From an optimization exercise on the open Yosys and OpenROAD flow, aimed at small area, a short achievable clock period and few clock cycles; shortcuts taken in it are not production practice.
At most, simulation tests tie the RTL to the original design; equivalence was not proved.

==> flow/design.v <==
module rsa_encrypt
(
  input wire clk,
  input wire rst,
  input wire [12:0] data,
  input wire [2:0] input_data_type,
  output wire [15:0] output_data,
  output wire ready
);
    reg [12:0] n;
    reg [12:0] e;
    reg [7:0]  m;
    reg [12:0] acc;
    reg [12:0] p;
    reg [3:0]  idx;
    reg [3:0]  eidx;
    reg        wbit;
    reg        op_mul;
    reg        busy;
    reg        start;    
    reg        prep;     
    assign ready = ~busy;
    assign output_data = {3'b000, acc};
    function [3:0] msb13(input [12:0] w);
        integer i;
        begin
            msb13 = 4'd0;
            for (i = 1; i < 13; i = i + 1)
                if (w[i]) msb13 = i[3:0];
        end
    endfunction
    function below13(input [12:0] w);
        integer i;
        begin
            below13 = w[0];
            for (i = 1; i < 13; i = i + 1)
                if (w[i]) below13 = w[i-1];
        end
    endfunction
    wire [3:0] msbe  = msb13(e);
    wire [3:0] msbm  = msb13({5'b00000, m});
    wire [3:0] msba  = msb13(acc);
    wire [3:0] msbd  = msb13({5'b00000, data[7:0]});
    wire       m_gt1 = (msbm != 4'd0);
    wire       a_gt1 = (msba != 4'd0);
    wire       d_gt1 = (msbd != 4'd0);
    wire [15:0] a2  = {2'b00, p, 1'b0};
    wire [15:0] ba  = wbit ? {3'b000, acc} : 16'd0;
    wire [15:0] nn1 = ~{3'b000, n};
    wire [15:0] nn2 = ~{2'b00, n, 1'b0};
    wire [15:0] x1  = a2 ^ ba ^ nn1;
    wire [15:0] c1  = (a2 & ba) | (a2 & nn1) | (ba & nn1);
    wire [15:0] x2  = a2 ^ ba ^ nn2;
    wire [15:0] c2  = (a2 & ba) | (a2 & nn2) | (ba & nn2);
    wire [15:0] s   = a2 + ba;
    wire [15:0] d1  = x1 + {c1[14:0], 1'b1};
    wire [15:0] d2  = x2 + {c2[14:0], 1'b1};
    wire        ge2 = ~d2[15];
    wire        ge1 = ~d1[15];
    wire [12:0] pn  = ge2 ? d2[12:0] : (ge1 ? d1[12:0] : s[12:0]);
    wire accept   = ready & (input_data_type == 3'd1);
    wire e_one    = (msbe == 4'd0);
    wire last     = (idx == 4'd0);
    wire next_mul = ~op_mul & e[eidx] & m_gt1;
    wire [3:0]  idx1 = idx - 4'd1;
    wire [12:0] w    = op_mul ? {5'b00000, m} : acc;
    wire reduce   = start & ({5'b00000, m} >= n);
    wire finish   = ~reduce & ~prep & last & ~next_mul & (eidx == 4'd0);
    always @(posedge clk) begin
        if (rst) begin
            n     <= 13'd3233;
            e     <= 13'd17;
            busy  <= 1'b0;
            start <= 1'b0;
            prep  <= 1'b0;
        end else if (~busy) begin
            if (input_data_type == 3'd2) n <= data;
            if (input_data_type == 3'd3) e <= data;
            if (accept & ~e_one) begin
                busy  <= 1'b1;
                start <= 1'b1;
            end
        end else begin
            start <= 1'b0;
            prep  <= ~reduce & ~prep & last & ~next_mul & (eidx != 4'd0);
            if (finish)
                busy <= 1'b0;
        end
    end
    always @(posedge clk) begin
        if (~busy) begin
            if (accept) begin
                m   <= data[7:0];
                acc <= {5'b00000, data[7:0]};
            end
        end else if (reduce) begin
            acc <= 13'd1;
        end else if (~prep & last) begin
            acc <= pn;
        end
    end
    always @(posedge clk) begin
        if (~busy) begin
            op_mul <= 1'b0;
            eidx   <= msbe - 4'd1;
        end else if (reduce) begin
            op_mul <= 1'b1;
            eidx   <= msbe;
        end else if (~prep & last) begin
            op_mul <= next_mul;
            if (~next_mul)
                eidx <= eidx - 4'd1;
        end
    end
    always @(posedge clk) begin
        p    <= pn;
        idx  <= idx1;
        wbit <= w[idx1];
        if (~busy) begin
            p    <= d_gt1 ? {5'b00000, data[7:0]} : 13'd0;
            idx  <= d_gt1 ? msbd - 4'd1 : 4'd0;
            wbit <= below13({5'b00000, data[7:0]});
        end else if (reduce) begin
            p    <= 13'd0;
            idx  <= msbm;
            wbit <= 1'b1;
        end else if (prep) begin
            p    <= a_gt1 ? acc : 13'd0;
            idx  <= a_gt1 ? msba - 4'd1 : 4'd0;
            wbit <= below13(acc);
        end else if (last & next_mul) begin
            p    <= pn;
            idx  <= msbm - 4'd1;
            wbit <= below13({5'b00000, m});
        end
    end
endmodule
Settings: LEC_CHECK=0, CAP_MARGIN=20, CORE_MARGIN=2, CORE_UTILIZATION=40, CTS_BUF_LIST=sky130_fd_sc_hd__clkbuf_4 sky130_fd_sc_hd__clkbuf_8, SETUP_SLACK_MARGIN=3.6, SLEW_MARGIN=20; clock period 7.0 ns.
standard.sh (not shown) runs the stock make flow with config.mk's settings and CLKGATE_MAP_FILE= SYNTH_SCRIPT=/design/flow/synth_recipe.tcl, a recipe that flattens the netlist after the stock synthesis.
==> flow/flow/run.sh <==
#!/bin/bash
# Standard layout, with the port buffers made of buf_1 cells instead of the
# automatically chosen delay buffers. The whole make output goes to
# standard_make.log; ORFS's own per-step logs are under orfs/logs/.
set -euo pipefail
bash standard.sh "BUFFER_PORTS_ARGS=-buffer_cell sky130_fd_sc_hd__buf_1" finish > standard_make.log 2>&1
Testbench counts at the start, summed over its fixed seeds: cycles 37,062.
Next try:
--- a/flow/design.v
+++ b/flow/design.v
@@ -40,10 +40,8 @@
     wire [3:0] msbe  = msb13(e);
     wire [3:0] msbm  = msb13({5'b00000, m});
     wire [3:0] msba  = msb13(acc);
-    wire [3:0] msbd  = msb13({5'b00000, data[7:0]});
     wire       m_gt1 = (msbm != 4'd0);
     wire       a_gt1 = (msba != 4'd0);
-    wire       d_gt1 = (msbd != 4'd0);
     wire [15:0] a2  = {2'b00, p, 1'b0};
     wire [15:0] ba  = wbit ? {3'b000, acc} : 16'd0;
     wire [15:0] nn1 = ~{3'b000, n};
@@ -65,7 +63,7 @@
     wire [3:0]  idx1 = idx - 4'd1;
     wire [12:0] w    = op_mul ? {5'b00000, m} : acc;
     wire reduce   = start & ({5'b00000, m} >= n);
-    wire finish   = ~reduce & ~prep & last & ~next_mul & (eidx == 4'd0);
+    wire finish   = ~start & ~prep & last & ~next_mul & (eidx == 4'd0);
     always @(posedge clk) begin
         if (rst) begin
             n     <= 13'd3233;
@@ -82,7 +80,7 @@
             end
         end else begin
             start <= 1'b0;
-            prep  <= ~reduce & ~prep & last & ~next_mul & (eidx != 4'd0);
+            prep  <= ~start & ~prep & last & ~next_mul & (eidx != 4'd0);
             if (finish)
                 busy <= 1'b0;
         end
@@ -95,7 +93,7 @@
             end
         end else if (reduce) begin
             acc <= 13'd1;
-        end else if (~prep & last) begin
+        end else if (~start & ~prep & last) begin
             acc <= pn;
         end
     end
@@ -106,7 +104,7 @@
         end else if (reduce) begin
             op_mul <= 1'b1;
             eidx   <= msbe;
-        end else if (~prep & last) begin
+        end else if (~start & ~prep & last) begin
             op_mul <= next_mul;
             if (~next_mul)
                 eidx <= eidx - 4'd1;
@@ -116,15 +114,11 @@
         p    <= pn;
         idx  <= idx1;
         wbit <= w[idx1];
-        if (~busy) begin
-            p    <= d_gt1 ? {5'b00000, data[7:0]} : 13'd0;
-            idx  <= d_gt1 ? msbd - 4'd1 : 4'd0;
-            wbit <= below13({5'b00000, data[7:0]});
-        end else if (reduce) begin
+        if (reduce) begin
             p    <= 13'd0;
             idx  <= msbm;
             wbit <= 1'b1;
-        end else if (prep) begin
+        end else if (prep | start) begin
             p    <= a_gt1 ? acc : 13'd0;
             idx  <= a_gt1 ? msba - 4'd1 : 4'd0;
             wbit <= below13(acc);
Outcome: The changed run went through all stages and came out clean. Cell area went up by a few percent. Die area went down by a few percent. Global-route usage went up by 0.79 points. Flip-flop and latch count does not change. Via count went down by a few percent.
Only the layout flow was run in the second run of this note; the RTL was not checked for function there.

---

Setup of the reference run:
Starts from the design.v that is shown in full above.
==> flow/config.mk <==
export PLATFORM = sky130hd
export DESIGN_NAME = rsa_encrypt
export DESIGN_NICKNAME = rsa_encrypt
export VERILOG_FILES = /design/flow/design.v
export SDC_FILE = /design/flow/constraint.sdc
export NUM_CORES = 4
export LEC_CHECK = 0
export CAP_MARGIN = 20
export CORE_MARGIN = 2
export CORE_UTILIZATION = 40
export CTS_BUF_LIST = sky130_fd_sc_hd__clkbuf_4 sky130_fd_sc_hd__clkbuf_8
export SETUP_SLACK_MARGIN = 3.6
export SLEW_MARGIN = 20
==> flow/constraint.sdc <==
create_clock -name core_clock -period 7.0 [get_ports {clk}]
set_input_delay 1.4000 -clock core_clock [delete_from_list [all_inputs] [get_ports {clk}]]
set_output_delay 1.4000 -clock core_clock [all_outputs]
set_load 0.01 [all_outputs]
run.sh (not shown) runs the stock make flow with config.mk's settings and CLKGATE_MAP_FILE= SYNTH_SCRIPT=/design/flow/synth_recipe.tcl, a recipe that flattens the netlist after the stock synthesis.
Stock flow here: none of the scripts above is used.
Testbench counts of the reference run, summed over its fixed seeds: cycles 37,062.
Here is what was changed in the inputs of the trial run compared with the reference run.
--- a/flow/design.v
+++ b/flow/design.v
@@ -60,9 +60,9 @@
     wire [12:0] pn  = ge2 ? d2[12:0] : (ge1 ? d1[12:0] : s[12:0]);
     wire accept   = ready & (input_data_type == 3'd1);
     wire e_one    = (msbe == 4'd0);
     wire last     = (idx == 4'd0);
-    wire next_mul = ~op_mul & e[eidx] & m_gt1;
+    wire next_mul = ~op_mul & e[eidx];
     wire [3:0]  idx1 = idx - 4'd1;
     wire [12:0] w    = op_mul ? {5'b00000, m} : acc;
     wire reduce   = start & ({5'b00000, m} >= n);
     wire finish   = ~reduce & ~prep & last & ~next_mul & (eidx == 4'd0);
@@ -128,10 +128,10 @@
             p    <= a_gt1 ? acc : 13'd0;
             idx  <= a_gt1 ? msba - 4'd1 : 4'd0;
             wbit <= below13(acc);
         end else if (last & next_mul) begin
-            p    <= pn;
-            idx  <= msbm - 4'd1;
-            wbit <= below13({5'b00000, m});
+            p    <= m_gt1 ? pn : 13'd0;
+            idx  <= m_gt1 ? msbm - 4'd1 : 4'd0;
+            wbit <= m_gt1 ? m[msbm - 4'd1] : m[0];
         end
     end
 endmodule
Results
- Delta (the trial run minus the reference run): aggregate global-route resource usage climbed 0.90 points; fraction of area in multi-input gates climbed 0.43 points; portion of the layout cell area used by non-clock buffers climbed 2.2 points.
- Via count of the first global-routing pass (lower): the reference run
- The trial run vs. the reference run: relative area change from synthesis to final layout now larger; total of cells resized after clock tree synthesis now larger.
- Summary: with the reference run as the reference, die outline width in the trial run moved up slightly.
- Stage delay of the slowest cell on the critical path of the trial run is on par with the reference run.
- On worst hold slack across all endpoints, the trial run tracks the reference run almost exactly.
- Side by side, required time reported for the critical path endpoint turned out higher in the trial run than in the reference run.
Function not checked in the trial run: the RTL went through the layout flow alone.

separate check: timing with driven ports:
The results above use ideal ports. As a check the final layouts listed here were re-extracted and re-timed, cells and wires unchanged.
Step 1 sets driving cells, clkbuf_16 on the clock port and buf_2 on the other inputs (assumed; they add their load-dependent delay and slew).
Step 2 adds t to the input delays and takes it off the output delays; t is the mean of the earliest and latest rising clock arrival at the registers after step 1. Input paths then give back, and output paths get back, about the clock's delay inside the block.
Three values: no drivers, after step 1, after step 2; two values: the first two.
run | t, ns | setup slack, ns | worst register clock-pin slew, ns
the first run of note 1 | 0.403 | 3.640 / 3.640 / 3.537 | 0.09 / 0.09
the second run of note 1 | 0.396 | 3.490 / 3.490 / 3.490 | 0.08 / 0.08
the reference run | 0.399 | 3.649 / 3.626 / 3.391 | 0.09 / 0.09
the trial run | 0.400 | 3.553 / 3.553 / 3.298 | 0.09 / 0.09
After both steps setup and hold are still met in every run listed. For the reference run, which loses most, drivers alone change the setup slack by -0.023 ns; drivers and shift together by -0.258 ns.
